Context: an optimization exercise on an open-source flow, tuned for small area. The choices shown serve that exercise and are no tape-out recipe. In this exercise RTL edits were held to simulation tests only and were not proved equivalent to the original. No activity file was given, so power comes from the tool's default toggle rates.

## frecuenciometro
module frecuenciometro (
    input wire clk,
    input wire rst,
    input wire signal_in,
    output wire[0:6] display_unidad, display_decena, display_centena, display_mil, display_dmil, display_cmil
);
    localparam [19:0] TEND = 20'h41653;
    reg        prev_signal;
    reg [19:0] timer;
    reg        ld;             
    reg [22:0] cnt;            
    reg [22:0] disp;           
    wire tend = (timer == TEND);
    wire clr  = rst | tend;
    wire inc  = signal_in & ~prev_signal & ~clr;
    wire [22:0] base = (ld | rst) ? 23'd0 : cnt;
    wire c0 = inc;
    wire c1 = c0 & (base[3:0]   == 4'd9);
    wire c2 = c1 & (base[7:4]   == 4'd9);
    wire c3 = c2 & (base[11:8]  == 4'd9);
    wire c4 = c3 & (base[15:12] == 4'd9);
    wire c5 = c4 & (base[19:16] == 4'd9);
    function [3:0] dinc(input [3:0] d, input c);
        dinc = c ? ((d == 4'd9) ? 4'd0 : d + 4'd1) : d;
    endfunction
    always @(posedge clk) begin
        prev_signal <= signal_in;
        timer <= ~({timer[18:0], timer[19] ^ timer[16]} | {20{clr}});
        ld <= clr;
        if (ld) disp <= cnt;
        cnt[3:0]   <= dinc(base[3:0],   c0);
        cnt[7:4]   <= dinc(base[7:4],   c1);
        cnt[11:8]  <= dinc(base[11:8],  c2);
        cnt[15:12] <= dinc(base[15:12], c3);
        cnt[19:16] <= dinc(base[19:16], c4);
        cnt[22:20] <= c5 ? base[22:20] + 3'd1 : base[22:20];
    end
    freq_decoder decoder_unidades (.decoder_in(disp[3:0]),          .decoder_out(display_unidad));
    freq_decoder decoder_decenas  (.decoder_in(disp[7:4]),          .decoder_out(display_decena));
  ...
For scale: about 380 cells after synthesis, ~68 flip-flops, ~45 I/O pins, ~3000 sq um of cells after synthesis.
Settings: LEC_CHECK=0, ABC_AREA=1, CAP_MARGIN=20, CORE_MARGIN=2, CORE_UTILIZATION=40, SLEW_MARGIN=20; clock period 45.0 ns.
standard.sh (not shown) runs the stock make flow with config.mk's settings and CLKGATE_MAP_FILE= SYNTH_SCRIPT=/design/flow/synth_recipe.tcl, a recipe that flattens the netlist after the stock synthesis.
==> flow/flow/run.sh <==
#!/bin/bash
# Standard ORFS layout with smaller port buffers and a leaner clock tree.
set -euo pipefail
W=$PWD
export BUFFER_PORTS_ARGS="-buffer_cell sky130_fd_sc_hd__buf_1"
export CTS_ARGS="-sink_clustering_enable -repair_clock_nets -dont_use_dummy_load"
bash standard.sh synth > $W/synth.log 2>&1
bash standard.sh finish > $W/finish.log 2>&1
The baseline completed without violations.
Then changed:
==> flow/flow/run.sh (replaced) <==
#!/bin/bash
# Own layout flow: the standard synthesis, then the combinational logic
# between the (unchanged) registers is re-mapped by ABC for area; then the
# standard ORFS layout, with buf_1 port buffers and a leaner clock tree.
# Every tool writes its full output to a log file in this folder.
set -euo pipefail
W=$PWD
F=$W/flow
R=$W/orfs/results/sky130hd/frecuenciometro/base
LIB=$FLOW_HOME/platforms/sky130hd/lib/sky130_fd_sc_hd__tt_025C_1v80.lib
YOSYS=$(command -v yosys || echo "$FLOW_HOME/../tools/install/yosys/bin/yosys")

bash standard.sh synth > "$W/synth.log" 2>&1
cp "$R/1_2_yosys.v" "$W/std_synth.v"

cat > "$W/remap.ys" <<EOS
read_liberty -ignore_miss_func $LIB
read_verilog $W/std_synth.v
hierarchy -top $FLOW_TOP
setattr -mod -set keep_hierarchy 1 sky130_fd_sc_hd__dfxtp_1 sky130_fd_sc_hd__edfxtp_1
flatten
opt_clean
abc -liberty $LIB -dont_use sky130_fd_sc_hd__lpflow_* -dont_use sky130_fd_sc_hd__probe* -script $F/remap.abc
opt_clean -purge
setundef -zero
splitnets
opt_clean -purge
hilomap -singleton -hicell sky130_fd_sc_hd__conb_1 HI -locell sky130_fd_sc_hd__conb_1 LO
insbuf -buf sky130_fd_sc_hd__buf_1 A X
blackbox sky130_fd_sc_hd__dfxtp_1 sky130_fd_sc_hd__edfxtp_1
tee -o $W/remap_stat.txt stat -liberty $LIB
write_verilog -noattr -nohex -nodec $W/remap.v
EOS
"$YOSYS" -s "$W/remap.ys" > "$W/remap.log" 2>&1
cp "$W/remap.v" "$R/1_2_yosys.v"
rm -f "$R/1_synth.odb" "$R/1_synth.sdc"

export BUFFER_PORTS_ARGS="-buffer_cell sky130_fd_sc_hd__buf_1"
export CTS_ARGS="-sink_clustering_enable -repair_clock_nets -dont_use_dummy_load"
bash standard.sh finish > "$W/finish.log" 2>&1
==> flow/flow/remap.abc (new file) <==
strash
&get -n
&deepsyn -T 10
&put
&get -n
&dch -f
&nf -R 1000
&put
The new run completed without violations. Register-to-register slack got worse by 1.9 ns. Routed wire length goes down by about a fifth. Die area goes down by about a fifth. Global-route usage goes down by 1.1 points. Clock-buffer cell count stays the same. Fmax goes down by about a fifth. Final area goes down by roughly a tenth. Worst setup slack got worse by 2.1 ns. Clock power is about the same. Critical path depth goes up by 7.

re-timing with driven ports:
Ports are ideal in the flow. The routed layouts listed here were re-timed in OpenROAD. Step 1 (the two cells are an assumption about what drives the block):
set clk [get_ports {clk}]
set_driving_cell -lib_cell sky130_fd_sc_hd__clkbuf_16 $clk
set_driving_cell -lib_cell sky130_fd_sc_hd__buf_2 [delete_from_list [all_inputs] $clk]
Step 2 also shifts input and output timing later by t, the mid clock arrival at the registers, as if the neighbouring blocks saw the same clock. Slacks: no drivers / after step 1 / after step 2; pairs: no drivers / after step 1.
| run | t, ns | setup WS [ns] | latest minus earliest clock arrival (ns) | worst data-port slew with drivers (ns) |
|---|---|---|---|---|
| the first run | 0.358 | 34.342 / 34.341 / 33.983 | 0.008 / 0.008 | 0.03 |
| the second run | 0.350 | 32.256 / 32.261 / 31.911 | 0.011 / 0.011 | 0.03 |
After both steps every run listed still meets setup and hold. The setup slack of the first run, which loses most, moves by -0.001 ns with the drivers and by -0.359 ns with both steps.
